From an optimization exercise on the open Yosys and OpenROAD flow, aimed at small area, a short achievable clock period and few clock cycles per item; shortcuts taken in it are not production practice. No run shown here included a check of the RTL's function; only the layout flow was run. No activity file was given, so power comes from the tool's default toggle rates.

File: flow/config.mk
export PLATFORM = sky130hd
export DESIGN_NAME = rvv_div
export DESIGN_NICKNAME = rvv_div
export VERILOG_FILES = /design/flow/design.v
export SDC_FILE = /design/flow/constraint.sdc
export NUM_CORES = 8
export LEC_CHECK = 0
export CAP_MARGIN = 40
export CORE_MARGIN = 2
export CORE_UTILIZATION = 45
export SETUP_SLACK_MARGIN = 0.5
export SLEW_MARGIN = 40
File: flow/constraint.sdc
create_clock -name core_clock -period 11.5 [get_ports {clk}]
set_input_delay 2.3000 -clock core_clock [delete_from_list [all_inputs] [get_ports {clk}]]
set_output_delay 2.3000 -clock core_clock [all_outputs]
set_load 0.01 [all_outputs]
File: flow/run.sh
#!/bin/bash
# synth_recipe.tcl (not shown) runs the flow's synth.tcl, then flattens the netlist and writes it again
# the make line also repeats each setting of config.mk as NAME=value (left out here)
make -C /OpenROAD-flow-scripts/flow DESIGN_CONFIG=/design/flow/config.mk WORK_HOME=/design/flow/orfs CLKGATE_MAP_FILE= SYNTH_SCRIPT=/design/flow/synth_recipe.tcl finish
File: flow/design.v
typedef enum logic [2:0] {
  SEW8=0,
  SEW16=1,
  SEW32=2,
  SEW64=3
} RVVSEW;
typedef enum logic [2:0] {
  LMUL1=0,
  LMUL2=1,
  LMUL4=2,
  LMUL8=3,
  LMULRESERVED=4,
  LMUL1_8=5,  
  LMUL1_4=6,  
  LMUL1_2=7   
} RVVLMUL;
typedef enum logic [1:0] {
  RNU = 0,
  RNE = 1,
  RDN = 2,
  ROD = 3
} RVVXRM;
typedef struct packed {
  logic [$clog2(128)+1-1:0]         vl;        
  logic [$clog2(128)-1:0]     vstart;
  logic [1-1:0]  ma;         
  logic [1-1:0]  ta;         
  RVVXRM                        xrm;       
  RVVSEW                        sew;
  RVVLMUL                       lmul;
} RVVConfigState;
typedef enum logic [1:0] {
  LOAD=0,
  STORE=1,
  RVV=2
} RVVOpCode;
typedef struct packed {
  RVVOpCode             opcode;    
  logic [24:0]          bits;      
} RVVInstruction;
typedef struct packed {
  RVVOpCode             opcode;
  logic [24:0]          bits;
  logic [31:0]          rs1;
  RVVConfigState        arch_state;
} RVVCmd;
typedef enum logic [2:0] {
  ALU,
  MUL,
  MAC,
  PMT,
  RDT,
  CMP,
  DIV,
  LSU
} EXE_UNIT_e;
  parameter  OPIVV=3'b000;       
  parameter  OPFVV=3'b001;       
  parameter  OPMVV=3'b010;       
  parameter  OPIVI=3'b011;       
  parameter  OPIVX=3'b100;       
  parameter  OPFVF=3'b101;       
  parameter  OPMVX=3'b110;       
  parameter  OPCFG=3'b111;       
  parameter VADD            =   6'b000_000;
  parameter VSUB            =   6'b000_010;
  parameter VRSUB           =   6'b000_011;
  parameter VMINU           =   6'b000_100;
  parameter VMIN            =   6'b000_101;
  parameter VMAXU           =   6'b000_110;
  parameter VMAX            =   6'b000_111;
  parameter VAND            =   6'b001_001;
  parameter VOR             =   6'b001_010;
  parameter VXOR            =   6'b001_011;
  parameter VRGATHER        =   6'b001_100;
  parameter VSLIDEUP_RGATHEREI16    =   6'b001_110;
  parameter VSLIDEDOWN      =   6'b001_111;
  parameter VADC            =   6'b010_000;
  parameter VMADC           =   6'b010_001;
  parameter VSBC            =   6'b010_010;
  parameter VMSBC           =   6'b010_011;
  parameter VMERGE_VMV      =   6'b010_111;      
  parameter VMSEQ           =   6'b011_000;
  parameter VMSNE           =   6'b011_001;
  parameter VMSLTU          =   6'b011_010;
  parameter VMSLT           =   6'b011_011;
  parameter VMSLEU          =   6'b011_100;
  parameter VMSLE           =   6'b011_101;
  parameter VMSGTU          =   6'b011_110;
  parameter VMSGT           =   6'b011_111;
  parameter VSADDU          =   6'b100_000;
  parameter VSADD           =   6'b100_001;
  parameter VSSUBU          =   6'b100_010;
  parameter VSSUB           =   6'b100_011;
  parameter VSLL            =   6'b100_101;
  parameter VSMUL_VMVNRR    =   6'b100_111;      
  parameter VSRL            =   6'b101_000;
  parameter VSRA            =   6'b101_001;
  parameter VSSRL           =   6'b101_010;
  parameter VSSRA           =   6'b101_011;
  parameter VNSRL           =   6'b101_100;
  parameter VNSRA           =   6'b101_101;
  parameter VNCLIPU         =   6'b101_110;
  parameter VNCLIP          =   6'b101_111;
  parameter VWREDSUMU       =   6'b110_000;
  parameter VWREDSUM        =   6'b110_001;   
  parameter VREDSUM         =   6'b000_000;
  parameter VREDAND         =   6'b000_001;
  parameter VREDOR          =   6'b000_010;
  parameter VREDXOR         =   6'b000_011;
  parameter VREDMINU        =   6'b000_100;
  parameter VREDMIN         =   6'b000_101;
  parameter VREDMAXU        =   6'b000_110;
  parameter VREDMAX         =   6'b000_111;
  parameter VAADDU          =   6'b001_000;
  parameter VAADD           =   6'b001_001;
  parameter VASUBU          =   6'b001_010;
  parameter VASUB           =   6'b001_011;
  parameter VSLIDE1UP       =   6'b001_110;
  parameter VSLIDE1DOWN     =   6'b001_111;
  parameter VWXUNARY0       =   6'b010_000;      
  parameter VXUNARY0        =   6'b010_010;      
  parameter VMUNARY0        =   6'b010_100;      
  parameter VCOMPRESS       =   6'b010_111;
  parameter VMANDN          =   6'b011_000;
  parameter VMAND           =   6'b011_001;
  parameter VMOR            =   6'b011_010;
  parameter VMXOR           =   6'b011_011;
  parameter VMORN           =   6'b011_100;
  parameter VMNAND          =   6'b011_101;
  parameter VMNOR           =   6'b011_110;
  parameter VMXNOR          =   6'b011_111;
  parameter VDIVU           =   6'b100_000;
  parameter VDIV            =   6'b100_001;
  parameter VREMU           =   6'b100_010;
  parameter VREM            =   6'b100_011;
  parameter VMULHU          =   6'b100_100;
  parameter VMUL            =   6'b100_101;
  parameter VMULHSU         =   6'b100_110;
  parameter VMULH           =   6'b100_111;
  parameter VMADD           =   6'b101_001;
  parameter VNMSUB          =   6'b101_011;
  parameter VMACC           =   6'b101_101;
  parameter VNMSAC          =   6'b101_111;
  parameter VWADDU          =   6'b110_000;
  parameter VWADD           =   6'b110_001;
  parameter VWSUBU          =   6'b110_010;
  parameter VWSUB           =   6'b110_011;
  parameter VWADDU_W        =   6'b110_100;
  parameter VWADD_W         =   6'b110_101;
  parameter VWSUBU_W        =   6'b110_110;
  parameter VWSUB_W         =   6'b110_111;
  parameter VWMULU          =   6'b111_000;
  parameter VWMULSU         =   6'b111_010;
  parameter VWMUL           =   6'b111_011;
  parameter VWMACCU         =   6'b111_100;
  parameter VWMACC          =   6'b111_101;
  parameter VWMACCUS        =   6'b111_110;
  parameter VWMACCSU        =   6'b111_111;  
  parameter VMV_X_S         =   5'b00000;
  parameter VCPOP           =   5'b10000;
  parameter VFIRST          =   5'b10001;
  parameter VMV_S_X         =   5'b00000;   
  parameter VZEXT_VF4       =   5'b00100;
  parameter VSEXT_VF4       =   5'b00101;
  parameter VZEXT_VF2       =   5'b00110;
  parameter VSEXT_VF2       =   5'b00111;
  parameter VMSBF           =   5'b00001;
  parameter VMSOF           =   5'b00010;
  parameter VMSIF           =   5'b00011;
  parameter VIOTA           =   5'b10000;
  parameter VID             =   5'b10001;
typedef enum logic [1:0] {
  US,          
  IU,          
  CS,          
  IO           
} LSU_MOP_e;
typedef enum logic [1:0] {
  US_US,          
  US_WR,          
  US_MK,          
  US_FF           
} LSU_UMOP_e;
  parameter  UNIT_STRIDE       = 3'b000;
  parameter  UNORDERED_INDEX   = 3'b001;
  parameter  CONSTANT_STRIDE   = 3'b010;
  parameter  ORDERED_INDEX     = 3'b011;
  parameter  US_REGULAR        = 5'b00000;
  parameter  US_WHOLE_REGISTER = 5'b01000;
  parameter  US_MASK           = 5'b01011;
  parameter  US_FAULT_FIRST    = 5'b10000;
typedef enum logic [0:0] {
  IS_LOAD,        
  IS_STORE        
} LSU_IS_STORE_e;
typedef enum logic [0:0] {
  IS_SEGMENT,
  NONE      
} LSU_IS_SEG_e;
typedef struct packed {
  LSU_MOP_e         lsu_mop;
  LSU_UMOP_e        lsu_umop;
  LSU_IS_STORE_e    lsu_is_store;
  LSU_IS_SEG_e      lsu_is_seg;
} LSU_TYPE_t;
typedef union packed {
  logic   [6-1:0]         ari_funct6;
  LSU_TYPE_t                          lsu_funct6;
} FUNCT6_u;
typedef enum logic [2:0] {
  VVV,
  XVV,
  VVX,
  VXX,
  XVX,
  XXV,
  XXX
} UOP_CLASS_e;
typedef enum logic [3:0] {
  EMUL1,
  EMUL2,
  EMUL3,
  EMUL4,
  EMUL5,
  EMUL6,
  EMUL7,
  EMUL8,
  EMUL_NONE      
} EMUL_e;
typedef enum logic [2:0] {
  EEW_NONE,     
  EEW1,
  EEW8, 
  EEW16,
  EEW32
} EEW_e;
  parameter NREG1 = 3'b000;  
  parameter NREG2 = 3'b001;
  parameter NREG4 = 3'b011;
  parameter NREG8 = 3'b111;
  parameter NF1 = 3'b000;  
  parameter NF2 = 3'b001;
  parameter NF3 = 3'b010;
  parameter NF4 = 3'b011;
  parameter NF5 = 3'b100;
  parameter NF6 = 3'b101;
  parameter NF7 = 3'b110;
  parameter NF8 = 3'b111;
typedef struct packed {
  logic   [3-1:0]         uop_funct3;
  FUNCT6_u                            uop_funct6;
  EXE_UNIT_e                          uop_exe_unit; 
  UOP_CLASS_e                         uop_class;   
  RVVConfigState                      vector_csr;  
  logic   [$clog2(128)+1-1:0]             vs_evl;              
  logic                               ignore_vma;
  logic                               ignore_vta;
  logic                               force_vma_agnostic;  
  logic                               force_vta_agnostic;  
  logic                               vm;                  
  logic                               v0_valid;            
  logic   [5-1:0]  vd_index;            
  EEW_e                               vd_eew;  
  logic                               vd_valid;
  logic                               vs3_valid;           
  logic   [5-1:0]  vs1;              
  EEW_e                               vs1_eew;            
  logic                               vs1_index_valid;
  logic                               vs1_opcode_valid;
  logic   [5-1:0]  vs2_index; 	         
  EEW_e                               vs2_eew;
  logic                               vs2_valid;
  logic   [5-1:0]  rd_index; 	         
  logic                               rd_index_valid; 
  logic   [32-1:0] 	              rs1_data;            
  logic        	                      rs1_data_valid;                                
  logic   [$clog2(8)-1:0]      uop_index;           
  logic                               first_uop_valid;     
  logic                               last_uop_valid;      
  logic   [$clog2(8)-1:0]      seg_field_index;     
} UOP_QUEUE_t;    
typedef enum logic [1:0] {
  NOT_CHANGE = 2'b00,          
  TAIL       = 2'b01,          
  BODY_INACTIVE = 2'b10,       
  BODY_ACTIVE   = 2'b11        
} BYTE_TYPE_e;
typedef enum logic [0:0] {
  VRF,
  XRF
} W_DATA_TYPE_e;
typedef enum logic [1:0] {
  TRAP_DECODE,              
  TRAP_LSU,                 
  TRAP_LSU_FF               
} TRAP_INFO_e;
typedef BYTE_TYPE_e [(128/8)-1:0]      BYTE_TYPE_t;
typedef struct packed {
  logic   [$clog2(8)-1:0]      rob_entry;
  FUNCT6_u                            uop_funct6;  
  logic   [3-1:0]         uop_funct3;
  logic   [$clog2(128)-1:0]         vstart;
  logic   [$clog2(128)+1-1:0]             vl;       
  logic                               vm;               
  RVVXRM                              vxrm;       
  logic   [128-1:0]                 v0_data;
  logic                               v0_data_valid;
  logic   [128-1:0]                 vd_data;
  logic                               vd_data_valid;
  EEW_e                               vd_eew;  
  logic   [5-1:0]  vs1;              
  logic   [128-1:0]                 vs1_data;           
  logic                               vs1_data_valid; 
  logic   [128-1:0]                 vs2_data;	        
  logic                               vs2_data_valid;  
  EEW_e                               vs2_eew;
  logic   [32-1:0] 	              rs1_data;        
  logic        	                      rs1_data_valid;                                   
  logic   [$clog2(8)-1:0]      uop_index;      
} ALU_RS_t;    
typedef struct packed {
  logic   [$clog2(8)-1:0]      rob_entry;
  FUNCT6_u                            uop_funct6;
  logic   [3-1:0]         uop_funct3;
  logic   [128-1:0]                 vs1_data;           
  logic                               vs1_data_valid; 
  logic   [128-1:0]                 vs2_data;	        
  logic                               vs2_data_valid;  
  EEW_e                               vs2_eew;
  logic   [32-1:0] 	              rs1_data;     
  logic        	                      rs1_data_valid;                                   
} DIV_RS_t; 
typedef struct packed {   
  logic   [$clog2(8)-1:0]      rob_entry;
  FUNCT6_u                            uop_funct6;
  logic   [3-1:0]         uop_funct3;
  RVVXRM                              vxrm;       
  logic   [128-1:0]                 vs1_data;           
  logic                               vs1_data_valid; 
  logic   [128-1:0]                 vs2_data;	        
  logic                               vs2_data_valid; 
  EEW_e                               vs2_eew;  
  logic   [128-1:0]                 vs3_data;	 
  logic                               vs3_data_valid; 
  logic   [32-1:0] 	              rs1_data;          
  logic          	                    rs1_data_valid;   
  logic   [$clog2(8)-1:0]      uop_index; 
} MUL_RS_t;    
typedef struct packed {   
  logic   [$clog2(8)-1:0]      rob_entry;
  EXE_UNIT_e                          uop_exe_unit; 
  FUNCT6_u                            uop_funct6;
  logic   [3-1:0]         uop_funct3;
  logic   [$clog2(128)-1:0]         vstart;
  logic   [$clog2(128)+1-1:0]             vl;       
  logic   [$clog2(128)+1-1:0]             vlmax;       
  logic                               vm;               
  logic   [128-1:0]                 v0_data;
  logic                               v0_data_valid;
  logic   [128-1:0]                 vs1_data;          
  EEW_e                               vs1_eew;
  logic                               vs1_data_valid; 
  logic   [128-1:0]                 vs2_data;	        
  EEW_e                               vs2_eew;
  BYTE_TYPE_t                         vs2_type;
  logic                               vs2_data_valid; 
  logic   [128-1:0]                 vs3_data;	 
  logic                               vs3_data_valid; 
  logic   [32-1:0] 	              rs1_data;         
  logic        	                      rs1_data_valid;
  logic                               first_uop_valid;     
  logic                               last_uop_valid;     
  logic   [$clog2(8)-1:0]      uop_index;      
} PMT_RDT_RS_t;    
typedef struct packed {   
  logic                               vidx_valid; 
  logic   [5-1:0]  vidx_addr;
  logic   [128-1:0]                 vidx_data;             
  logic                               vregfile_read_valid; 
  logic   [5-1:0]  vregfile_read_addr;
  logic   [128-1:0]                 vregfile_read_data;    
  logic                               v0_valid;
  logic   [(128/8)-1:0]                v0_data;               
} UOP_RVV2LSU_t;    
typedef struct packed {
  logic   [$clog2(8)-1:0]      rob_entry;
  logic   [128-1:0]                 w_data;              
  logic                               w_valid;
  logic   [(128/8)-1:0]                vsaturate;
} PU2ROB_t;  
typedef struct packed {   
  logic                               valid;
  logic   [$clog2(8)-1:0]      rob_entry;
  LSU_IS_STORE_e                      lsu_class; 
  logic	[5-1:0] 	  vregfile_write_addr;  
} LSU_MAP_INFO_t; 
typedef struct packed {   
  logic                               vregfile_write_valid;
  logic	[5-1:0] 	  vregfile_write_addr;  
  logic	[128-1:0] 			          	vregfile_write_data;  	 
  logic                               lsu_vstore_last;
} UOP_LSU2RVV_t;  
typedef struct packed {
  logic                               w_valid;             
  logic [128-1:0]                   w_data;              
  logic [(128/8)-1:0]                  vsaturate;
} RES_ROB_t;
typedef struct packed {
  logic   [5-1:0]  w_index;             
  W_DATA_TYPE_e                       w_type;              
  BYTE_TYPE_t                         byte_type;           
  RVVConfigState                      vector_csr;          
  logic                               last_uop_valid;
} DP2ROB_t;
typedef struct packed {
  logic                               valid;               
  logic                               w_valid;             
  logic   [5-1:0]  w_index;             
  W_DATA_TYPE_e                       w_type;              
  logic   [128-1:0]                 w_data;              
  BYTE_TYPE_t                         byte_type;           
  RVVConfigState                      vector_csr;          
} ROB2DP_t;
typedef struct packed {
  logic                               w_valid;             
  logic   [5-1:0]  w_index;             
  logic   [128-1:0]                 w_data;              
  W_DATA_TYPE_e                       w_type;              
  BYTE_TYPE_t                         vd_type;             
  logic                               trap_flag;           
  RVVConfigState                      vector_csr;          
  logic   [(128/8)-1:0]                vxsaturate;          
} ROB2RT_t;  
typedef struct packed {
  logic                               valid;               
  DP2ROB_t                            uop_info;            
  RES_ROB_t                           uop_res;             
  logic                               uop_done;            
  logic                               trap;
} ROB_t;
typedef struct packed {
  logic   [5-1:0]  rt_index; 
  logic   [32-1:0]                 rt_data; 
}RT2XRF_t;
typedef struct packed {
  logic   [5-1:0]  rt_index; 
  logic   [128-1:0]                 rt_data;
  logic   [(128/8)-1:0]                rt_strobe; 
}RT2VRF_t;
typedef struct packed {
  logic   [$clog2(8)-1:0]      trap_uop_rob_entry;
} TRAP_t;  
typedef enum logic [0:0]{
  DIV_SIGN, 
  DIV_ZERO
} DIV_SIGN_SRC_e;   
module rvv_div #(
  parameter int K = 2             
) (
  input  logic         clk,
  input  logic         rst_n,
  input  logic         in_valid,
  input  logic [2:0]   in_rob_entry,
  input  logic [5:0]   in_funct6,
  input  logic [2:0]   in_funct3,
  input  logic [2:0]   in_eew,
  input  logic [127:0] in_vs1,
  input  logic [127:0] in_vs2,
  input  logic [31:0]  in_rs1,
  output logic         out_valid,
  output logic [2:0]   out_rob_entry,
  output logic [127:0] out_data,
  input  logic         out_ready
);
  localparam int CW = 5;          
  function automatic logic [127:0] seg_neg(input logic [127:0] x,
                                           input logic [15:0]  neg,
                                           input logic [15:0]  st);
    logic [15:0] lo;
    logic        p;
    for (int j = 0; j < 16; j++) begin
      if (st[j] || j == 0) lo[j] = 1'b0;
      else                 lo[j] = lo[j-1] | (|x[8*(j-1) +: 8]);
    end
    for (int j = 0; j < 16; j++) begin
      p = lo[j];
      for (int b = 0; b < 8; b++) begin
        seg_neg[8*j+b] = x[8*j+b] ^ (neg[j] & p);
        p = p | x[8*j+b];
      end
    end
  endfunction
  logic        i_e8, i_e16, i_sgn, i_rem, i_vx;
  logic [15:0] i_st;              
  logic [7:0]  i_b  [16];         
  logic [15:0] i_bnz;             
  logic [15:0] i_sa, i_sb;        
  logic [15:0] i_bz;              
  logic [15:0] i_ci, i_neg;
  logic [127:0] i_d, i_q;
  assign i_e8  = (in_eew == 3'd2);
  assign i_e16 = (in_eew == 3'd3);
  assign i_sgn = in_funct6[0];
  assign i_rem = in_funct6[1];
  assign i_vx  = in_funct3[2];
  always_comb begin
    for (int j = 0; j < 16; j++) begin
      i_st[j] = i_e8 | (i_e16 & (j % 2 == 0)) | (j % 4 == 0);
      if (i_vx) i_b[j] = i_e8 ? in_rs1[7:0] : i_e16 ? in_rs1[8*(j%2) +: 8] : in_rs1[8*(j%4) +: 8];
      else      i_b[j] = in_vs1[8*j +: 8];
      i_bnz[j] = |i_b[j];
    end
    for (int j = 0; j < 16; j++) begin
      i_sa[j] = i_sgn & (i_e8 ? in_vs2[8*j+7] : i_e16 ? in_vs2[8*(j|1)+7] : in_vs2[8*(j|3)+7]);
      i_sb[j] = i_sgn & (i_e8 ? i_b[j][7]     : i_e16 ? i_b[j|1][7]       : i_b[j|3][7]);
      i_bz[j] = i_e8  ? ~i_bnz[j] :
                i_e16 ? ~(i_bnz[j & ~1] | i_bnz[j | 1]) :
                        ~(|i_bnz[(j & ~3) +: 4]);
      i_ci[j]  = ~i_sb[j];
      i_neg[j] = i_rem ? i_sa[j] : (i_sa[j] ^ i_sb[j]) & ~i_bz[j];
      i_d[8*j +: 8] = i_sb[j] ? i_b[j] : ~i_b[j];
    end
  end
  assign i_q = seg_neg(in_vs2, i_sa, i_st);
  logic [127:0]  d_q;             
  logic [15:0]   ci_q;            
  logic [15:0]   neg_q;           
  logic          e8_q, e16_q, rem_q;
  logic [2:0]    rob_q;
  always_ff @(posedge clk) begin
    d_q   <= i_d;
    ci_q  <= i_ci;
    neg_q <= i_neg;
    e8_q  <= i_e8;
    e16_q <= i_e16;
    rem_q <= i_rem;
    rob_q <= in_rob_entry;
  end
  logic          run_q, done_q;
  logic [CW-1:0] cnt_q;
  logic [127:0]  q_q, r_q;        
  logic [127:0]  q_it, r_it;
  always_ff @(posedge clk or negedge rst_n) begin
    if (!rst_n) begin
      run_q  <= 1'b0;
      done_q <= 1'b0;
      cnt_q  <= '0;
    end else if (run_q) begin
      cnt_q <= cnt_q - 1'b1;
      if (cnt_q == '0) begin
        run_q  <= 1'b0;
        done_q <= 1'b1;
      end
    end else if (done_q) begin
      if (out_ready) done_q <= 1'b0;
    end else if (in_valid) begin
      run_q <= 1'b1;
      cnt_q <= i_e8 ? CW'(8/K - 1) : i_e16 ? CW'(16/K - 1) : CW'(32/K - 1);
    end
  end
  always_ff @(posedge clk) begin
    if (run_q) begin
      q_q <= q_it;
      r_q <= r_it;
    end else if (!done_q) begin
      q_q <= i_q;
      r_q <= '0;
    end
  end
  logic [15:0] st;
  always_comb
    for (int j = 0; j < 16; j++)
      st[j] = e8_q | (e16_q & (j % 2 == 0)) | (j % 4 == 0);
  logic [127:0] r, rt, sm;
  logic [15:0]  qin, co, acc;
  logic [15:0]  qb [K];
  logic [36:0]  ga, gb, gs;
  logic         x, y;
  always_comb begin
    r = r_q;
    for (int s = 0; s < K; s++) begin
      for (int j = 0; j < 16; j++)
        qin[j] = e8_q  ? q_q[8*j+7-s] :
                 e16_q ? q_q[8*(j|1)+7-s] : q_q[8*(j|3)+7-s];
      for (int i = 0; i < 128; i++)
        if (i % 8 == 0 && (i == 0 || st[i/8])) rt[i] = qin[i/8];
        else                                   rt[i] = r[i-1];
      for (int g = 0; g < 4; g++) begin
        ga = '0;
        gb = '0;
        ga[0] = 1'b1;
        gb[0] = ci_q[4*g];
        for (int k = 0; k < 4; k++) begin
          ga[1+9*k +: 8] = rt[32*g+8*k +: 8];
          gb[1+9*k +: 8] = d_q[32*g+8*k +: 8];
          if (k > 0) begin
            ga[9*k] = st[4*g+k] ? ci_q[4*g+k] : 1'b1;
            gb[9*k] = st[4*g+k] ? ci_q[4*g+k] : 1'b0;
          end
        end
        gs = ga + gb;
        for (int k = 0; k < 4; k++) begin
          sm[32*g+8*k +: 8] = gs[1+9*k +: 8];
          if (k < 3) co[4*g+k] = gs[9*(k+1)] ^ ga[9*(k+1)] ^ gb[9*(k+1)];
          else       co[4*g+k] = gs[36];
        end
      end
      for (int j = 0; j < 16; j++) begin
        acc[j] = e8_q ? co[j] : e16_q ? co[j|1] : co[j|3];
        r[8*j +: 8] = acc[j] ? sm[8*j +: 8] : rt[8*j +: 8];
      end
      qb[s] = acc;
    end
    r_it = r;
    for (int i = 0; i < 128; i++)
      if (i % 8 < K && (i < 8 || st[i/8])) q_it[i] = qb[K-1-(i%8)][i/8];
      else                                 q_it[i] = q_q[i-K];
  end
  assign out_valid     = done_q;
  assign out_rob_entry = rob_q;
  assign out_data      = seg_neg(rem_q ? r_q : q_q, neg_q, st);
endmodule
==> results of run 1 <==
[synthesized netlist by cell type (143+ instances only)]
master    count  area (um^2)
xor2_1      292         2560
clkbuf_1    159          597
inv_1       143          537
a21oi_1     391         1960
dfxtp_1     166         3320
o21ai_0     448         2240
xnor2_1     280         2450
mux2i_1     219         2190
edfxtp_1    256         7690
nand2_1     582         2180
nor2_1      380         1430
a21o_1      143         1070
ha_1        262         3280
[per-stage QoR]
| step | hold slack (ps) | instances | area (um^2) |
|---|---|---|---|
| floorplan | 492 | 5175 | 42300 |
| global placement | 522 | 6713 | 47900 |
| detailed placement | 528 | 6716 | 47900 |
| CTS | 544 | 6819 | 49800 |
| global route | 562 | 6824 | 49800 |
| finish | 548 | 6836 | 49900 |
[power groups by stage]
| stage | logic [uW] | registers, uW | clock network [uW] |
|---|---|---|---|
| floorplan | 10300 | 3230 | 0 |
| global placement | 13800 | 3530 | 0 |
| detailed placement | 13900 | 3530 | 0 |
| CTS | 14000 | 3500 | 1850 |
| global route | 15600 | 3580 | 1910 |
| finish | 14200 | 3540 | 1830 |
[worst max path at each step]
stage / endpoint / slack, ps / cells after the start
5_1_grt: r_q[83]$_SDFFCE_PN0P_ / 1910 / 24
4_1_cts: r_q[46]$_SDFFCE_PN0P_ / 2510 / 25
3_3_place_gp: r_q[46]$_SDFFCE_PN0P_ / 2610 / 25
2_1_floorplan: q_q[0]$_DFFE_PP_ / 3950 / 6
6_report: r_q[85]$_SDFFCE_PN0P_ / 2380 / 24
3_5_place_dp: r_q[46]$_SDFFCE_PN0P_ / 2580 / 25
[worst reg2reg max path, cell delays in order, from the launching register on]
cell       delay (ps)
dfxtp_2           830
buf_4             430
mux2i_1           120
o21ai_0           500
fa_1              350
a211oi_1          110
o21ai_0           510
nand3_1           230
a211oi_1          440
o211ai_1          230
a31oi_1           460
or2_2             480
mux2i_1           320
mux2_2            390
ha_1              460
a21oi_1           100
o21ai_0           360
a311oi_1          170
o2bb2ai_1         220
a41oi_1           100
o21ai_0           330
and2_1            710
o21ai_0           430
and2_0            380
a21o_1            220
[logic make-up after synthesis]
| logic type | Yosys count |
|---|---|
| AOI/OAI and AO/OA | 1613 |
| muxes | 327 |
| buffers and inverters | 364 |
| xor gates and xnor gates | 572 |
| and+or+nand+nor | 1600 |
| DFF | 429 |
| adders and majority gates | 270 |
[state kept, by name (all words and copies together), names as in the netlist]
register	count
d_q	128
q_q	128
r_q	128
ci_q	16
neg_q	16
cnt_q	5
rob_q	3
done_q	1
e16_q	1
e8_q	1
rem_q	1
run_q	1
[layer usage]
layer	vias to the layer above	part of all wire, %	GRT usage, %
li1	19800	-	-
met1	20000	42	48.0
met2	2074	43	54.7
met3	339	11	9.82
met4	16	3.8	13.1
met5	-	0.059	0
[layout make-up]
type / count / area, um^2
Antenna cell: 16 / 40.0
Clock buffer: 80 / 1640
Clock inverter: 23 / 224
Fill cell: 8938 / 43300
Inverter: 145 / 546
Multi-Input combinational cell: 4382 / 29700
Sequential cell: 429 / 11200
Tap cell: 1254 / 1570
Timing Repair Buffer: 507 / 4920
==> results.cfg, run 1 <==
[logic_synthesis]
synthSimpleGateAreaFrac_pct = 17.6
synth_xor_area_share_pct = 11.9
async_reset_ff_share_pct = 1.63
dominantRegCellSynth = edfxtp_1
ys_seq_elements = 429
ys_warn_count = 11
synthMuxAreaShare_pct = 8.08
syn-instance-count = 5175
synth_cell_types = 98
netlist_area_um2 = 42300
synth_edf_count = 256
synth_top_family_by_area = compound AO/OA/AOI/OAI gates
yosysSeqAreaShare_pct = 26.5
synthAdderAreaFrac_pct = 8.13
syn_avg_cell_area_um2 = 8.17
syn-num-nets = 5752
synth-compound-area-share_pct = 24.5

[floorplanning]
dieHeight_um = 310
start_util_pct = 45.4
die_area_um2 = 96400
io_pins = 439
core_um2 = 93200
num_rows = 112
die_w_um = 310

[timing]
setup_viol = 0
finalSetupTns_ps = 0
drv_slew = 0
final.period_utilization_pct = 79.3
finalHoldViolCount = 0
fin_ws_ps = 2380
timing.slew.headroom_pct = 35.7
skew_ps = 17.1
rsz0062_at_grt = false
fmax_mhz = 110
worstMarginPinSlew_ps = 962
min_period_ps = 9120

[clock_tree]
clock_path_buffers = 3
h-tree-depth = 2
cts.repair.resized = 0
root_buffer = clkbuf_16
clkTransAtPathRegs_ps = 70
cts_tree = built
ctsHoldBuffers = 0
clk_latency_ps = 630
cts_setup_buffers = 0
cts.sinks = 429
cts_buffers = 55

[finish]
nets = 6097
mostFrequentLayoutCells = nand2_1, o21ai_0, clkdlybuf4s50_1
layout_commonest_cell = nand2_1
utilization_pct = 53.5
drive_gt1_share_pct = 7.31
synthToLayoutAreaGrowth_pct = 18.0

[detailed_routing]
drtAntennaViolNets = 0
route.detailed.drc = 0
vias = 42300
viasPerCell = 6.19
first_iter_violations = 4518
drt_wl_total_mm = 178
first_pass_iters = 6
routedWlPerCell_um = 26.0

[grt]
overflow = 0
grt_max_degree = 129
track_usage_pct = 35.8
grt_pass1_vias = 39300
antenna_found_initial = 20
grt_pass1_wl_mm = 256

[power_and_ir_drop]
powerDensity_nw_per_um2 = 393
power_uw = 19600
leakage_uw = 0.0204
p_sw_share_pct = 49.5
p_clk_share_pct = 9.4
power_switching_uw = 9700
combinationalPowerShare_pct = 72.6
p_int_uw = 9890
vdd_drop_max_mv = 0.169
power_frac_seq_pct = 18.1

[place]
dpl.hpwl_mm = 139
place_congestion = 0.994
dp_slack_ps = 2580
numPortBuffers = 432

[worst_hold_path]
min_path_type = flop to flop
min_path_cells = 2
min_from = q_q[18]$_DFFE_PP_
whs_endpoint = q_q[20]$_DFFE_PP_

[worst_setup_path]
critPathCaptureType = flop
critPathSlowestCell = dfxtp_2
cp_top_family = compound AO/OA/AOI/OAI gates
path_class = flop to flop
crit_chain = buf_4 > mux2i_1 > o21ai_0 > fa_1 > a211oi_1 > o21ai_0 > nand3_1 > a211oi_1 > o211ai_1 > a31oi_1 > or2_2 > mux2i_1 > mux2_2 > ha_1 > a21oi_1 > o21ai_0 > a311oi_1 > o2bb2ai_1 > a41oi_1 > o21ai_0 > and2_1 > o21ai_0 > and2_0 > a21o_1
cp.required_ps = 11890
rr_worst_depth = 24
startpoint_type = flop
cp.arrival_ps = 9520
reg2reg_to = r_q[85]$_SDFFCE_PN0P_
path_buf_inv = 1
cpMostUsedCell = o21ai_0
critPathMaxStageDelay_ps = 830
r2r-start = e16_q$_DFF_P_
cp_max_fo = 15
reg2reg_slack_ps = 2380
crit_start = e16_q$_DFF_P_

[status]
status = timing/DRC/antenna clean

[job]
drv_cap = 0
==> run 2, diff against run 1 <==
--- a/flow/design.v
+++ b/flow/design.v
@@ -458,3 +458,4 @@
 module rvv_div #(
-  parameter int K = 2             
+  parameter int K   = 2,          
+  parameter int ADD = 1           
 ) (
@@ -493,2 +494,36 @@
   endfunction
+  function automatic logic [71:0] add36(input logic [35:0] a, input logic [35:0] b);
+    logic [35:0] g, p, c;
+    if (ADD == 0) begin
+      logic [36:0] t;
+      t = {1'b0, a} + {1'b0, b};
+      c = {t[36], t[35:1] ^ a[35:1] ^ b[35:1]};
+      add36 = {c, t[35:0]};
+    end else begin
+      g = a & b;
+      p = a ^ b;
+      if (ADD == 1) begin
+        for (int l = 1; l < 36; l = l * 2)
+          for (int i = 2*l-1; i < 36; i = i + 2*l) begin
+            g[i] = g[i] | (p[i] & g[i-l]);
+            p[i] = p[i] & p[i-l];
+          end
+        for (int l = 16; l >= 1; l = l / 2)
+          for (int i = 3*l-1; i < 36; i = i + 2*l) begin
+            g[i] = g[i] | (p[i] & g[i-l]);
+            p[i] = p[i] & p[i-l];
+          end
+      end else if (ADD == 2) begin
+        for (int k = 0; k < 6; k++)
+          for (int i = 0; i < 36; i++)
+            if ((i >> k) & 1) begin
+              g[i] = g[i] | (p[i] & g[((i >> k) << k) - 1]);
+              p[i] = p[i] & p[((i >> k) << k) - 1];
+            end
+      end else begin
+        for (int i = 1; i < 36; i++) g[i] = g[i] | (p[i] & g[i-1]);
+      end
+      add36 = {g, a ^ b ^ {g[34:0], 1'b0}};
+    end
+  endfunction
   logic        i_e8, i_e16, i_sgn, i_rem, i_vx;
@@ -577,3 +612,4 @@
   logic [15:0]  qb [K];
-  logic [36:0]  ga, gb, gs;
+  logic [35:0]  ga, gb;
+  logic [71:0]  gs;
   logic         x, y;
@@ -601,7 +637,6 @@
         end
-        gs = ga + gb;
+        gs = add36(ga, gb);
         for (int k = 0; k < 4; k++) begin
           sm[32*g+8*k +: 8] = gs[1+9*k +: 8];
-          if (k < 3) co[4*g+k] = gs[9*(k+1)] ^ ga[9*(k+1)] ^ gb[9*(k+1)];
-          else       co[4*g+k] = gs[36];
+          co[4*g+k] = gs[36 + 9*(k+1) - 1];
         end
--- a/flow/config.mk
+++ b/flow/config.mk
@@ -10,3 +10,3 @@
 export CORE_UTILIZATION = 45
-export SETUP_SLACK_MARGIN = 0.5
+export SETUP_SLACK_MARGIN = 5
 export SLEW_MARGIN = 40
==> run 2 against run 1 <==
Against the previous run:
- cell count down 5.5%
- register-to-register slack better by 2600 ps
- still clean on timing, DRC and antenna
- first-iteration DRC count down 21%
- largest power group unchanged
- core utilization up 6.1 points
- critical path type unchanged
- total power up 1.2%
- global-route usage down 2.1 points
- non-clock buffer count up 271
- synthesized cell count down 11%
==> results.cfg, run 2 <==
[detailed_routing]
drtAntennaViolNets = 0
vias = 38700
viasPerCell = 5.99
first_iter_violations = 3549
route.detailed.drc = 0
routedWlPerCell_um = 25.6
drt_wl_total_mm = 165
first_pass_iters = 9

[worst_setup_path]
r2r-start = e16_q$_DFF_P_
critPathSlowestCell = a221o_1
cp.depth = 29
cp_max_fo = 9
cp.arrival_ps = 7000
crit_start = e16_q$_DFF_P_
critPathCaptureType = flop
path_buf_inv = 7
rr_worst_depth = 29
reg2reg_slack_ps = 5010
cp_top_family = compound AO/OA/AOI/OAI gates
critPathMaxStageDelay_ps = 400
path_class = flop to flop
reg2reg_to = r_q[79]$_SDFFCE_PN0P_
cp.required_ps = 12010
startpoint_type = flop
endpoint = r_q[79]$_SDFFCE_PN0P_

[timing]
worstMarginPinSlew_ps = 884
drv_slew = 0
skew_ps = 18.6
setup_viol = 0
fin_hold_ws_ps = 511
finalHoldViolCount = 0
min_period_ps = 6490
fmax_mhz = 154
timing.slew.headroom_pct = 40.9
finalSetupTns_ps = 0
final.period_utilization_pct = 56.4
rsz0062_at_grt = true

[clock_tree]
h-tree-depth = 2
cts_tree = built
clk_latency_ps = 640
root_buffer = clkbuf_16
clkTransAtPathRegs_ps = 60
cts.sinks = 429
ctsHoldBuffers = 0
clock_path_buffers = 3
cts_buffers = 53

[grt]
grt_pass1_vias = 36500
grt_max_degree = 86
antenna_found_initial = 17
overflow = 0
grt_pass1_wl_mm = 235
track_usage_pct = 33.7

[place]
place_congestion = 0.963
numPortBuffers = 432
dpl.hpwl_mm = 119
dpl_cell_area_um2 = 46200

[finish]
largestRegisters = d_q: 128 flops, q_q: 128 flops, r_q: 128 flops
drive_gt1_share_pct = 17.4
final_cell_area_um2 = 52900
mostFrequentLayoutCells = nand2_1, clkdlybuf4s50_1, o21ai_0
layout_commonest_cell = nand2_1
synthToLayoutAreaGrowth_pct = 30.8
nets = 5931

[logic_synthesis]
synth_edf_count = 256
dominantRegCellSynth = edfxtp_1
syn-instance-count = 4610
netlist_area_um2 = 40500
ys_seq_elements = 429
synth_top_area_share_pct = 19.0
syn_avg_cell_area_um2 = 8.78
yosysSeqAreaShare_pct = 27.6
yosysTopAreaCell = edfxtp_1
async_reset_ff_share_pct = 1.63
syn-num-nets = 5299
synth.most_common_cell = nand2_1
ys_warn_count = 11
synth.area.top_cells = edfxtp_1, dfxtp_1, ha_1
ys_top_cells_by_count = nand2_1, o21ai_0, nor2_1
synth_cell_types = 117

[floorplanning]
core_um2 = 88800
io_pins = 439
start_util_pct = 45.6
die_w_um = 304
dieHeight_um = 304
num_rows = 109
die_area_um2 = 92300

[job]
drv_cap = 0

[power_and_ir_drop]
powerDensity_nw_per_um2 = 374
vdd_drop_max_mv = 0.206
leakage_uw = 0.0220

[status]
status = timing/DRC/antenna clean

[worst_hold_path]
min_path_type = flop to flop
==> run 2: cell type report <==
| cell class | instances | area [um^2] |
|---|---|---|
| clock buffer | 77 | 1520 |
| tap | 1165 | 1460 |
| sequential | 429 | 11200 |
| fill | 7801 | 35900 |
| timing repair buffer | 778 | 7650 |
| inverter | 274 | 1030 |
| clock inverter | 23 | 244 |
| antenna | 5 | 12.5 |
| multi-input combinational | 3706 | 29800 |
==> run 2: routing by layer <==
layer,wire length (um),vias up,GRT usage [%]
li1,-,17800,-
met1,68300,18800,44.5
met2,72500,1720,52.7
met3,16000,381,7.78
met4,8360,26,14.6
met5,171,-,0
==> run 2: worst register-to-register path, delay by kind of cell, from the launching register on <==
family	cells	cell delay [ps]
mux	2	420
buf+inv	7	970
compound gates	15	3390
flops	1	380
simple gates	3	540
fa+ha+maj	2	660
==> run 2: worst min path at each step <==
stage	slack [ps]	start	endpoint	cells after the start
after global routing	540	cnt_q[0]$_DFFE_PN0P_	cnt_q[0]$_DFFE_PN0P_	1
after floorplan	470	cnt_q[0]$_DFFE_PN0P_	cnt_q[0]$_DFFE_PN0P_	1
final	510	cnt_q[0]$_DFFE_PN0P_	cnt_q[0]$_DFFE_PN0P_	1
after CTS	510	cnt_q[0]$_DFFE_PN0P_	cnt_q[0]$_DFFE_PN0P_	1
after detailed placement	500	cnt_q[0]$_DFFE_PN0P_	cnt_q[0]$_DFFE_PN0P_	1
after global placement	490	cnt_q[0]$_DFFE_PN0P_	cnt_q[0]$_DFFE_PN0P_	1
==> run 2: cell families after synthesis <==
| group | Yosys count | synth area share (%) |
|---|---|---|
| AOI/OAI and AO/OA | 1231 | 19.6 |
| xor gates and xnor gates | 479 | 10.4 |
| muxes | 315 | 8.07 |
| and+or+nand+nor | 1293 | 15.3 |
| DFF | 429 | 27.6 |
| adders and majority gates | 382 | 14.3 |
| buffers and inverters | 481 | 4.81 |
==> run 2: power by group <==
part / leakage, uW / internal [uW] / switching, uW
registers: 0.00420 / 2730 / 825
clock network: 0.000850 / 1010 / 746
logic: 0.0170 / 6840 / 7660
total: 0.0220 / 10600 / 9240
==> run 2: per-stage QoR <==
stage / util [%] / cells / power [uW] / worst slack [ps]
finish: 59.6 / 6457 / 19800 / 5010
global route: 59.6 / 6453 / 21200 / 4800
CTS: 56.3 / 6279 / 17700 / 4890
detailed placement: 52.1 / 6069 / 14900 / 3330
global placement: 51.9 / 6069 / 14700 / 3310
floorplan: - / 4610 / 11600 / 4830
==> run 2: what timing repair did <==
item | in CTS | in global routing
gates resized for setup | 188 | 321
gates cloned | 8 | 9
endpoints found under the hold margin | 0 | 0
pin swaps | 68 | 157
setup endpoints to repair | 235 | 168
buffers inserted | 102 | 164
==> run 3, diff against run 2 <==
--- a/flow/design.v
+++ b/flow/design.v
@@ -535,3 +535,3 @@
   logic [15:0] i_ci, i_neg;
-  logic [127:0] i_d, i_q;
+  logic [127:0] i_d;
   assign i_e8  = (in_eew == 3'd2);
@@ -559,3 +559,2 @@
   end
-  assign i_q = seg_neg(in_vs2, i_sa, i_st);
   logic [127:0]  d_q;             
@@ -601,3 +600,3 @@
     end else if (!done_q) begin
-      q_q <= i_q;
+      q_q <= nx;
       r_q <= '0;
@@ -654,5 +653,10 @@
   end
+  logic         idle;
+  logic [127:0] nx;
+  assign idle = ~run_q & ~done_q;
+  assign nx   = seg_neg(idle ? in_vs2 : rem_q ? r_q : q_q,
+                        idle ? i_sa : neg_q, idle ? i_st : st);
   assign out_valid     = done_q;
   assign out_rob_entry = rob_q;
-  assign out_data      = seg_neg(rem_q ? r_q : q_q, neg_q, st);
+  assign out_data      = nx;
 endmodule
==> run 3 against run 2 <==
Against the previous run:
- clock power rose by 5%
- core utilization up 4.0 points
- critical path depth is 15 lower
- largest cell class unchanged
- design area increased by 4.1%
- largest power group unchanged
- clock skew rose by 10 ps
- combinational power increased by 11%
- still clean
- register-to-register slack worse by 60 ps
- die area decreased by 3.0%
- clock-buffer cell count is 3 higher
- critical endpoint is now out_data[61]
- fmax decreased by 8.3%
- hold slack worse by 3.2 ps
- via count grew 0.17%
==> results.cfg, run 3 <==
[timing]
timing.slew.headroom_pct = 32.0
final.period_utilization_pct = 61.5
min_period_ps = 7080
worstMarginPinSlew_ps = 1020
finalSetupTns_ps = 0
rsz0062_at_grt = true
fmax_mhz = 141
drv_slew = 0
setup_viol = 0
skew_ps = 28.9
fin_hold_ws_ps = 507
fin_ws_ps = 4420
finalHoldViolCount = 0

[logic_synthesis]
ys_seq_elements = 429
synth_top_area_share_pct = 19.6
yosysTopAreaCell = edfxtp_1
synth_edf_count = 256
synth.most_common_cell = a21oi_1
synth_cell_types = 105
dominantRegCellSynth = edfxtp_1
ys_warn_count = 9
synth.area.top_cells = edfxtp_1, dfxtp_1, ha_1
syn-instance-count = 4336
async_reset_ff_share_pct = 1.63
ys_top_cells_by_count = a21oi_1, nor2_1, nand2_1
syn_avg_cell_area_um2 = 9.05
netlist_area_um2 = 39300
yosysSeqAreaShare_pct = 28.5
syn-num-nets = 5025

[worst_setup_path]
cp.required_ps = 9200
startpoint_type = input port
cp_max_fo = 4
critPathCaptureType = primary output
cp.arrival_ps = 4780
path_class = input port to primary output

[place]
dpl.hpwl_mm = 116
dpl_cell_area_um2 = 44800
place_inst = 5769
place_congestion = 0.950
dp_slack_ps = 2960
numPortBuffers = 432

[grt]
track_usage_pct = 35.4
grt_pass1_wl_mm = 237
overflow = 0
antenna_found_initial = 21
grt_pass1_vias = 35800
grt_max_degree = 109

[floorplanning]
core_um2 = 86600
die_area_um2 = 89600
num_rows = 108
die_w_um = 299
dieHeight_um = 299
start_util_pct = 45.3
io_pins = 439

[clock_tree]
clk_latency_ps = 660
clock_path_buffers = 3
root_buffer = clkbuf_16
cts_buffers = 55
ctsHoldBuffers = 0
h-tree-depth = 2
clkTransAtPathRegs_ps = 60
cts.sinks = 429
cts_tree = built

[power_and_ir_drop]
power_switching_uw = 10000
combinationalPowerShare_pct = 75.3
power_frac_seq_pct = 16.1
powerDensity_nw_per_um2 = 388
leakage_uw = 0.0236
p_int_uw = 11400
p_clk_share_pct = 8.6
p_sw_share_pct = 46.9
vdd_drop_max_mv = 0.200

[detailed_routing]
route.detailed.drc = 0
vias = 38800
drt_wl_total_mm = 171
drtAntennaViolNets = 0
viasPerCell = 6.07
first_iter_violations = 3970
first_pass_iters = 7
routedWlPerCell_um = 26.8

[finish]
mostFrequentLayoutCells = buf_4, nor2_1, a21oi_1
synthToLayoutAreaGrowth_pct = 40.3
final_cell_area_um2 = 55100
layout_commonest_cell = buf_4
nets = 5855
drive_gt1_share_pct = 30.6
largestRegisters = d_q: 128 flops, q_q: 128 flops, r_q: 128 flops
stdcell_count = 6387

[worst_hold_path]
min_path_type = flop to flop

[job]
drv_cap = 0

[status]
status = timing/DRC/antenna clean
==> run 3: cell types whose count changed after synthesis, moves of 27 or more <==
cell | before | now
clkbuf_1 | 122 | 94
nand2_1 | 453 | 345
o21ai_0 | 365 | 250
buf_2 | 32 | 61
o21bai_1 | 46 | 19
a21oi_1 | 274 | 401
o31ai_1 | 42 | 8
xor2_1 | 253 | 112
nor3_1 | 106 | 78
mux2_2 | 64 | 185
==> run 3: area by class of cell <==
cell class,instances,area (um^2)
flip-flops and latches,429,11200
clock buffers,80,1640
inverters,277,1060
repair buffers,975,9040
well taps,1155,1450
diodes,19,47.5
fillers,7146,31500
multi-input cells,3428,30400
clock inverters,24,236
==> run 3: repair_timing <==
item                                    CTS  global route
gates resized for setup                 909           624
buffers inserted                        237           237
endpoints found under the setup margin  268           254
pin swaps                               178           292
gates cloned                             13             8
==> run 3: worst max-delay path: stages <==
cell,delay [ps]
buf_6,100
buf_12,130
or3b_4,410
inv_8,80
a21boi_4,80
buf_12,170
o21ai_4,90
a21oi_4,110
o31ai_4,330
buf_4,180
and4_4,260
a21oi_2,80
xnor2_2,260
buf_2,180
==> run 3: power by group through the flow <==
stage	logic (uW)	clock network, uW	registers (uW)
after floorplan	9050	0	3110
after global placement	12100	0	3420
after detailed placement	12300	0	3410
after CTS	13700	1830	3400
after global routing	17500	1900	3490
final	16100	1830	3450
==> run 3: worst paths after layout <==
check	start	end	slack, ps	depth (start not counted)
setup / recovery	in_eew[0]	out_data[61]	4420	14
hold reg to reg	cnt_q[0]$_DFFE_PN0P_	cnt_q[0]$_DFFE_PN0P_	510	1
hold / removal	cnt_q[0]$_DFFE_PN0P_	cnt_q[0]$_DFFE_PN0P_	510	1
setup reg to reg	e16_q$_DFF_P_	r_q[123]$_SDFFCE_PN0P_	4950	33
max in group asynchronous	rst_n	run_q$_DFF_PN0_	9300	1
min in group asynchronous	rst_n	cnt_q[0]$_DFFE_PN0P_	1920	1
==> run 3: kinds of logic (layout without fill, tap and decap cells) <==
family                     after synthesis  in the layout  synth area share (%)
AOI/OAI and AO/OA                     1130           1134                  18.2
xor gates and xnor gates               357            357                  7.99
adders and majority gates              382            382                  14.7
buffers and inverters                  485           1356                  5.09
DFF                                    429            429                  28.5
muxes                                  471            473                  12.9
other                                    0             19                     0
and+or+nand+nor                       1082           1082                  12.7
==> run 3: through the flow <==
step | total power, uW | util [%]
after floorplan | 12200 | -
after global placement | 15500 | 51.6
after detailed placement | 15700 | 51.8
after CTS | 18900 | 58.4
after global routing | 22800 | 63.6
final | 21400 | 63.6
==> run 3: per-layer routing <==
layer  track usage, %  vias up  part of all wire, %
met1             49.2    19100                   41
li1                 -    17200                    -
met2             53.4     1982                   44
met4             15.2       12                  5.2
met3             7.07      429                  9.8
met5                0        -                0.044
==> run 4, diff against run 3 <==
--- a/flow/design.v
+++ b/flow/design.v
@@ -458,4 +458,5 @@
 module rvv_div #(
-  parameter int K   = 2,          
-  parameter int ADD = 1           
+  parameter int K   = 1,          
+  parameter int ADD = 1,          
+  parameter int FIX = 1           
 ) (
@@ -573,3 +574,3 @@
   end
-  logic          run_q, done_q;
+  logic          run_q, fix_q, done_q;
   logic [CW-1:0] cnt_q;
@@ -577,2 +578,4 @@
   logic [127:0]  q_it, r_it;
+  logic          need_fix;
+  assign need_fix = (FIX != 0) & (rem_q | (|neg_q));
   always_ff @(posedge clk or negedge rst_n) begin
@@ -580,2 +583,3 @@
       run_q  <= 1'b0;
+      fix_q  <= 1'b0;
       done_q <= 1'b0;
@@ -586,4 +590,8 @@
         run_q  <= 1'b0;
-        done_q <= 1'b1;
+        fix_q  <= need_fix;
+        done_q <= ~need_fix;
       end
+    end else if (fix_q) begin
+      fix_q  <= 1'b0;
+      done_q <= 1'b1;
     end else if (done_q) begin
@@ -601,3 +609,3 @@
       q_q <= nx;
-      r_q <= '0;
+      if (!fix_q) r_q <= '0;
     end
@@ -655,3 +663,3 @@
   logic [127:0] nx;
-  assign idle = ~run_q & ~done_q;
+  assign idle = ~run_q & ~fix_q & ~done_q;
   assign nx   = seg_neg(idle ? in_vs2 : rem_q ? r_q : q_q,
@@ -660,3 +668,3 @@
   assign out_rob_entry = rob_q;
-  assign out_data      = nx;
+  assign out_data      = (FIX != 0) ? q_q : nx;
 endmodule
==> run 4 against run 3 <==
Against the previous run:
- still clean
- cell count down 25%
- design area is 30% lower
- die area decreased by 19%
- synthesized area fell by 19%
- synthesized cell count shrank 20%
- via count shrank 26%
- global-route usage shrank 3.6 points
- sequential cell count increased by 1
- clock power fell by 5%
- highest routed layer unchanged
==> results.cfg, run 4 <==
[status]
status = timing/DRC/antenna clean

[floorplanning]
start_util_pct = 45.4
die_area_um2 = 72600
die_w_um = 270
num_rows = 97
io_pins = 439
dieHeight_um = 270
core_um2 = 69900

[worst_setup_path]
crit_chain = clkdlybuf4s50_1 > or3b_1 > buf_4 > inv_2 > buf_4 > mux2i_2 > buf_4 > o211ai_1 > o211ai_1 > o21ai_0 > a21o_1 > a31oi_1 > xor2_1 > mux2_2
startpoint_type = input port
reg2reg_to = q_q[125]$_DFFE_PP_
cp_top_family = buffers and inverters
r2r-start = run_q$_DFF_PN0_
critPathMaxStageDelay_ps = 610
reg2reg_slack_ps = 5990
cp.arrival_ps = 6570
critPathCaptureType = flop
path_class = input port to flop
critPathSlowestCell = o21ai_0
cp.required_ps = 11860
cpMostUsedCell = buf_4
cp_max_fo = 35
path_buf_inv = 5
rr_worst_depth = 12

[power_and_ir_drop]
powerDensity_nw_per_um2 = 287
leakage_uw = 0.0159
vdd_drop_max_mv = 0.185

[timing]
setup_viol = 0
timing.slew.headroom_pct = 36.5
final.period_utilization_pct = 54.0
rsz0062_at_grt = false
fmax_mhz = 161
finalHoldViolCount = 0
worstMarginPinSlew_ps = 952
min_period_ps = 6210
skew_ps = 29.0
fin_hold_ws_ps = 510
drv_slew = 0
finalSetupTns_ps = 0

[logic_synthesis]
synth_cell_types = 83
ys_seq_elements = 430
async_reset_ff_share_pct = 1.86
synth.area.top_cells = edfxtp_1, dfxtp_1, mux2i_1
ys_warn_count = 7
syn-instance-count = 3463
yosysSeqAreaShare_pct = 35.3
synth_top_area_share_pct = 24.2
synth.most_common_cell = nand2_1
ys_top_cells_by_count = nand2_1, nor2_1, mux2i_1
syn_avg_cell_area_um2 = 9.16
synth_edf_count = 256
netlist_area_um2 = 31700
syn-num-nets = 3964
dominantRegCellSynth = edfxtp_1
yosysTopAreaCell = edfxtp_1

[place]
numPortBuffers = 432
dpl.hpwl_mm = 90.4
place_congestion = 0.943
place_inst = 4706

[clock_tree]
h-tree-depth = 2
cts.repair.resized = 0
clk_latency_ps = 630
cts_buffers = 54
root_buffer = clkbuf_16
clock_path_buffers = 3
cts_setup_buffers = 0
ctsHoldBuffers = 0
cts_tree = built
clkTransAtPathRegs_ps = 50
cts.sinks = 430

[worst_hold_path]
whs_endpoint = cnt_q[0]$_DFFE_PN0P_
min_path_cells = 1
min_path_type = flop to flop
min_from = cnt_q[0]$_DFFE_PN0P_

[grt]
grt_max_degree = 84
grt_pass1_wl_mm = 177
antenna_found_initial = 7
track_usage_pct = 31.8
overflow = 0
grt_pass1_vias = 28300

[finish]
nFillCells = 6356
layout_commonest_cell = clkdlybuf4s50_1
nets = 4323
multiInputGateArea_um2 = 19400
largestRegisters = d_q: 128 flops, q_q: 128 flops, r_q: 128 flops
mostFrequentLayoutCells = clkdlybuf4s50_1, nand2_1, nor2_1
stdcell_count = 4811
regArea_um2 = 11200
synthToLayoutAreaGrowth_pct = 22.4
drive_gt1_share_pct = 7.91

[detailed_routing]
drtAntennaViolNets = 0
routedWlPerCell_um = 24.8
viasPerCell = 5.95
drt_wl_total_mm = 119
first_iter_violations = 2348
route.detailed.drc = 0
vias = 28600
first_pass_iters = 6

[job]
drv_cap = 0
==> run 4: how the worst max path moves through the flow <==
stage            startpoint                endpoint  cells past startpoint
3_3_place_gp      in_eew[1]       q_q[29]$_DFFE_PP_                     14
3_5_place_dp      in_eew[2]       q_q[26]$_DFFE_PP_                     14
6_report          in_eew[2]       q_q[29]$_DFFE_PP_                     14
2_1_floorplan  e8_q$_DFF_P_  r_q[113]$_SDFFCE_PN0P_                     20
4_1_cts           in_eew[2]       q_q[29]$_DFFE_PP_                     14
5_1_grt           in_eew[2]       q_q[29]$_DFFE_PP_                     14
==> run 4: power breakdown <==
group	switching [uW]	internal, uW
registers	735	2620
clock network	720	1010
logic	3280	2760
==> run 4: cell type report <==
class	count	area share [%]
sequential	430	28.9
timing repair buffer	497	12.4
antenna	4	0.0258
multi-input combinational	2736	50.1
clock inverter	24	0.525
inverter	103	1.01
clock buffer	77	4.03
tap	940	3.03
==> run 4: layer usage <==
metal	vias up	GRT usage (%)	wire (um)
met5	-	0	27
met4	4	11.9	4640
met1	14000	42.1	50300
li1	13200	-	-
met3	227	4.80	8310
met2	1191	52.4	56000
==> run 4: cells by family (layout without fill, tap and decap cells) <==
family,count (synthesis),after routing,synth area share (%)
AND/OR/NAND/NOR,1016,1016,14.8
flip-flops,430,430,35.3
XOR/XNOR,286,286,7.90
buffers and inverters,297,701,3.77
adder cells (fa/ha/maj),194,194,9.26
other,0,4,0
multiplexers,358,358,11.7
AO/OA/AOI/OAI,882,882,17.3
==> run 4: per-stage QoR <==
| stage | util, % | setup WS (ps) | total power, uW | cell area, um^2 |
|---|---|---|---|---|
| 2_1_floorplan | - | 6320 | 7320 | 31700 |
| 3_3_place_gp | 52.8 | 4560 | 9170 | 36900 |
| 3_5_place_dp | 53.0 | 4710 | 9360 | 37000 |
| 4_1_cts | 55.5 | 5370 | 11100 | 38800 |
| 5_1_grt | 55.5 | 5090 | 12000 | 38800 |
| 6_report | 55.5 | 5290 | 11100 | 38800 |
==> run 4: worst reg2reg max path: stages (launching register included) <==
cell	delay, ps
dfrtp_4	740
nor3_4	290
buf_4	390
buf_4	700
buf_4	760
a211o_1	200
o21ai_0	180
or4_1	580
o22ai_2	310
a41oi_2	310
o31ai_1	360
xnor2_1	130
mux2_2	280
==> run 5, diff against run 4 <==
--- a/flow/design.v
+++ b/flow/design.v
@@ -459,4 +459,3 @@
   parameter int K   = 1,          
-  parameter int ADD = 1,          
-  parameter int FIX = 1           
+  parameter int ADD = 1           
 ) (
@@ -516,3 +515,3 @@
           end
-      end else if (ADD == 2) begin
+      end else begin
         for (int k = 0; k < 6; k++)
@@ -523,4 +522,2 @@
             end
-      end else begin
-        for (int i = 1; i < 36; i++) g[i] = g[i] | (p[i] & g[i-1]);
       end
@@ -536,3 +533,3 @@
   logic [15:0] i_ci, i_neg;
-  logic [127:0] i_d;
+  logic [127:0] i_d, i_na;
   assign i_e8  = (in_eew == 3'd2);
@@ -560,4 +557,6 @@
   end
+  assign i_na = seg_neg(in_vs2, i_sa, i_st);
   logic [127:0]  d_q;             
   logic [15:0]   ci_q;            
+  logic [15:0]   sa_q;            
   logic [15:0]   neg_q;           
@@ -568,2 +567,3 @@
     ci_q  <= i_ci;
+    sa_q  <= i_sa;
     neg_q <= i_neg;
@@ -574,8 +574,10 @@
   end
-  logic          run_q, fix_q, done_q;
+  logic          run_q, fix_q, done_q, first_q;
   logic [CW-1:0] cnt_q;
   logic [127:0]  q_q, r_q;        
-  logic [127:0]  q_it, r_it;
-  logic          need_fix;
-  assign need_fix = (FIX != 0) & (rem_q | (|neg_q));
+  logic [127:0]  q_it, r_it, nx;
+  logic          idle, need_fix;
+  logic [15:0]   qn_q [K];        
+  assign idle = ~run_q & ~fix_q & ~done_q;
+  assign need_fix = rem_q | (|neg_q);
   always_ff @(posedge clk or negedge rst_n) begin
@@ -604,9 +606,20 @@
   always_ff @(posedge clk) begin
-    if (run_q) begin
+    first_q <= idle;
+    if (idle) begin
+      q_q <= in_vs2;
+      r_q <= '0;
+    end else if (run_q) begin
       q_q <= q_it;
       r_q <= r_it;
-    end else if (!done_q) begin
+    end else if (fix_q) begin
       q_q <= nx;
-      if (!fix_q) r_q <= '0;
     end
+    for (int s = 0; s < K; s++)
+      for (int j = 0; j < 16; j++)
+        if (idle)
+          qn_q[s][j] <= i_e8  ? i_na[8*j+7-s] :
+                        i_e16 ? i_na[8*(j|1)+7-s] : i_na[8*(j|3)+7-s];
+        else
+          qn_q[s][j] <= e8_q  ? nx[8*j+7-K-s] :
+                        e16_q ? nx[8*(j|1)+7-K-s] : nx[8*(j|3)+7-K-s];
   end
@@ -616,2 +629,4 @@
       st[j] = e8_q | (e16_q & (j % 2 == 0)) | (j % 4 == 0);
+  assign nx = seg_neg((fix_q & rem_q) ? r_q : q_q,
+                      fix_q ? neg_q : first_q ? sa_q : 16'h0, st);
   logic [127:0] r, rt, sm;
@@ -621,3 +636,2 @@
   logic [71:0]  gs;
-  logic         x, y;
   always_comb begin
@@ -625,5 +639,3 @@
     for (int s = 0; s < K; s++) begin
-      for (int j = 0; j < 16; j++)
-        qin[j] = e8_q  ? q_q[8*j+7-s] :
-                 e16_q ? q_q[8*(j|1)+7-s] : q_q[8*(j|3)+7-s];
+      qin = qn_q[s];
       for (int i = 0; i < 128; i++)
@@ -659,12 +671,7 @@
       if (i % 8 < K && (i < 8 || st[i/8])) q_it[i] = qb[K-1-(i%8)][i/8];
-      else                                 q_it[i] = q_q[i-K];
+      else                                 q_it[i] = nx[i-K];
   end
-  logic         idle;
-  logic [127:0] nx;
-  assign idle = ~run_q & ~fix_q & ~done_q;
-  assign nx   = seg_neg(idle ? in_vs2 : rem_q ? r_q : q_q,
-                        idle ? i_sa : neg_q, idle ? i_st : st);
   assign out_valid     = done_q;
   assign out_rob_entry = rob_q;
-  assign out_data      = (FIX != 0) ? q_q : nx;
+  assign out_data      = q_q;
 endmodule
==> flow/flow/run.sh (new file) <==
#!/bin/bash
set -euo pipefail
bash standard.sh SETUP_SLACK_MARGIN=7.7 > standard.log 2>&1
==> flow/standard.sh (new file) <==
#!/bin/bash
# synth_recipe.tcl (not shown) runs the flow's synth.tcl, then flattens the netlist and writes it again
# the make line also repeats each setting of config.mk as NAME=value (left out here)
make -C /OpenROAD-flow-scripts/flow DESIGN_CONFIG=/design/flow/config.mk WORK_HOME=/design/flow/orfs CLKGATE_MAP_FILE= SYNTH_SCRIPT=/design/flow/synth_recipe.tcl "${@:-finish}"
--- a/flow/config.mk
+++ b/flow/config.mk
@@ -10,3 +10,2 @@
 export CORE_UTILIZATION = 45
-export SETUP_SLACK_MARGIN = 5
 export SLEW_MARGIN = 40
removed: flow/run.sh
==> run 5 against run 4 <==
Against the previous run:
- sequential share of layout area down 4.5 points
- sequential cell count up 33
- combinational power up 13%
- total power up 7.0%
- register-to-register slack better by 1700 ps
- fmax up 52%
- via count up 14%
- sequential power down 3%
- clock power up 8%
- first-iteration DRC count up 57%
- die area up 3.2%
==> results.cfg, run 5 <==
[finish]
nets = 4758
drive_gt1_share_pct = 15.5
mostFrequentLayoutCells = nand2_1, dfxtp_1, mux2i_1
largestRegisters = d_q: 128 flops, q_q: 128 flops, r_q: 128 flops
layout_commonest_cell = nand2_1
synthToLayoutAreaGrowth_pct = 32.8
nFillCells = 6304
utilization_pct = 60.7

[grt]
grt_pass1_vias = 29800
antenna_found_initial = 3
track_usage_pct = 35.0
grt_pass1_wl_mm = 196
overflow = 0
grt_max_degree = 74

[power_and_ir_drop]
vdd_drop_max_mv = 0.149
powerDensity_nw_per_um2 = 273
leakage_uw = 0.0187

[status]
status = timing/DRC/antenna clean

[logic_synthesis]
syn-num-nets = 4236
async_reset_ff_share_pct = 1.73
ys_seq_elements = 463
synth.area.top_cells = dfxtp_1, edfxtp_1, mux2i_1
ys_top_cells_by_count = nand2_1, dfxtp_1, mux2i_1
yosysSeqAreaShare_pct = 32.3
ys_warn_count = 10
synth_top_area_share_pct = 20.0
yosysTopAreaCell = dfxtp_1
synth.most_common_cell = nand2_1
netlist_area_um2 = 32800
syn-instance-count = 3735
syn_avg_cell_area_um2 = 8.77
synth_cell_types = 99
synth_edf_count = 128
dominantRegCellSynth = dfxtp_1

[clock_tree]
clock_path_buffers = 3
cts.sinks = 463
ctsHoldBuffers = 0
clk_latency_ps = 630
cts_tree = built
cts_buffers = 56
clkTransAtPathRegs_ps = 60
h-tree-depth = 2
root_buffer = clkbuf_16

[worst_setup_path]
reg2reg_to = r_q[9]$_SDFFE_PP0P_
r2r-start = e8_q$_DFF_P_
cp_max_fo = 5
reg2reg_slack_ps = 7720
critPathCaptureType = flop
rr_worst_depth = 13
cp.arrival_ps = 4600
path_class = input port to flop
startpoint_type = input port
crit_start = in_eew[0]
cp.required_ps = 12010

[place]
dpl.hpwl_mm = 95.5
numPortBuffers = 432
place_congestion = 0.940

[timing]
fmax_mhz = 245
finalHoldViolCount = 0
rsz0062_at_grt = true
drv_slew = 0
min_period_ps = 4090
timing.slew.headroom_pct = 40.3
skew_ps = 17.7
finalSetupTns_ps = 0
worstMarginPinSlew_ps = 887
setup_viol = 0
final.period_utilization_pct = 35.5

[floorplanning]
io_pins = 439
die_w_um = 274
core_um2 = 71700
dieHeight_um = 274
num_rows = 98
start_util_pct = 45.7
die_area_um2 = 75000

[detailed_routing]
drtAntennaViolNets = 0
route.detailed.drc = 0
routedWlPerCell_um = 26.5
first_pass_iters = 6
first_iter_violations = 3686
viasPerCell = 6.18
vias = 32500
drt_wl_total_mm = 139

[worst_hold_path]
min_path_type = flop to flop
min_path_cells = 2
whs_endpoint = r_q[127]$_SDFFE_PP0P_
min_from = r_q[127]$_SDFFE_PP0P_

[job]
drv_cap = 0
## run 5: cell types whose count changed in the layout (fill, tap and decap cells not counted), sizes merged, moves of 66 or more
cell / before / now
clkdlybuf4s50: 429 / 255
edfxtp: 256 / 128
dlygate4sd2: 0 / 141
mux2: 97 / 22
dfxtp: 166 / 327
buf: 68 / 244
xor2: 80 / 146
## run 5: what timing repair did
item / 4_1_cts / 5_1_grt
buffers inserted: 96 / 75
endpoints found under the setup margin: 555 / 188
gates resized for setup: 396 / 196
pin swaps: 45 / 71
gates cloned: 10 / 9
## run 5: cell families (layout without fill, tap and decap cells)
logic type | count (synthesis) | after routing | synth area share, %
xor gates and xnor gates | 309 | 309 | 8.28
DFF | 463 | 463 | 32.3
other | 0 | 2 | 0
AOI/OAI and AO/OA | 1072 | 1073 | 21.6
and+or+nand+nor | 1019 | 1022 | 14.5
buffers and inverters | 359 | 923 | 4.48
muxes | 319 | 319 | 9.87
adders and majority gates | 194 | 194 | 8.97
## run 5: final cells by class
class                      count  area, um^2  area share [%]
multi-input combinational   2917       22300            51.3
sequential                   463       10600            24.4
timing repair buffer         685        6950            16.0
clock buffer                  79        1660            3.80
tap                          950        1190            2.73
inverter                     134         537            1.23
clock inverter                25         235           0.541
antenna                        2        5.00          0.0115
## run 5: worst max-delay path by stage
stage,endpoint
after global placement,neg_q[9]$_DFF_P_
after floorplan,neg_q[0]$_DFF_P_
after CTS,neg_q[15]$_DFF_P_
after global routing,neg_q[15]$_DFF_P_
final,neg_q[9]$_DFF_P_
after detailed placement,neg_q[13]$_DFF_P_
## run 5: through the flow
stage,setup WS (ps),std cells,instance area (um^2),power [uW],hold WS [ps]
2_1_floorplan,7110,3735,33200,7490,424
3_3_place_gp,5080,4948,38000,9460,440
3_5_place_dp,5150,4956,38200,9580,449
4_1_cts,7470,5166,41900,11600,464
5_1_grt,7390,5253,43500,12700,496
6_report,7410,5255,43500,11900,459
## run 5: routing by layer
layer	wire, um	GRT usage [%]	up-vias	part of all wire (%)
li1	-	-	14700	-
met2	59900	52.6	1781	43
met5	10	0	-	0.0072
met3	15200	7.39	304	11
met4	6830	14.4	2	4.9
met1	57500	48.8	15700	41
## run 5: power by group
group	switching [uW]	internal (uW)	leakage [uW]	total [uW]
registers	725	2520	0.00421	3250
logic	3820	2970	0.0135	6790
clock network	788	1070	0.000941	1860
## run 5: critical path, cell delays in order
cell      delay, ps
buf_12          100
buf_12          120
buf_4           130
buf_4           130
mux2_2          260
mux2_4          320
a211oi_1        360
a31o_2          190
nand3_1         130
o21ai_1         190
nand2_2          80
a221o_1         290

port drivers added, routing unchanged:
How much do the figures lean on ideal ports? The routed layouts below were timed once more, with nothing changed but the port constraints. Step 1: set_driving_cell puts a clkbuf_16 on clk and a buf_2 on each other input, an assumption about the parent block. Step 2 moves the port delays by t, midway between the first and last clock arrival at a register: inputs arrive t later, outputs are due t later. That takes back most of the time a late clock gives input paths. Slacks: ideal ports / drivers / drivers and shift; pairs: ideal ports / drivers.
run	shift t [ns]	setup slack, ns	worst setup path after step 2
run 1	0.702	2.376 / 2.376 / 2.376	register to register
run 2	0.698	5.010 / 5.010 / 4.424	input to register
run 3	0.720	4.422 / 4.388 / 4.392	input to output
run 4	0.686	5.289 / 5.331 / 4.644	input to register
run 5	0.692	7.415 / 7.321 / 6.629	input to register
After both steps setup and hold are still met in every run listed. The setup slack of run 5, which loses most, moves by -0.094 ns with the drivers and by -0.786 ns with both steps.
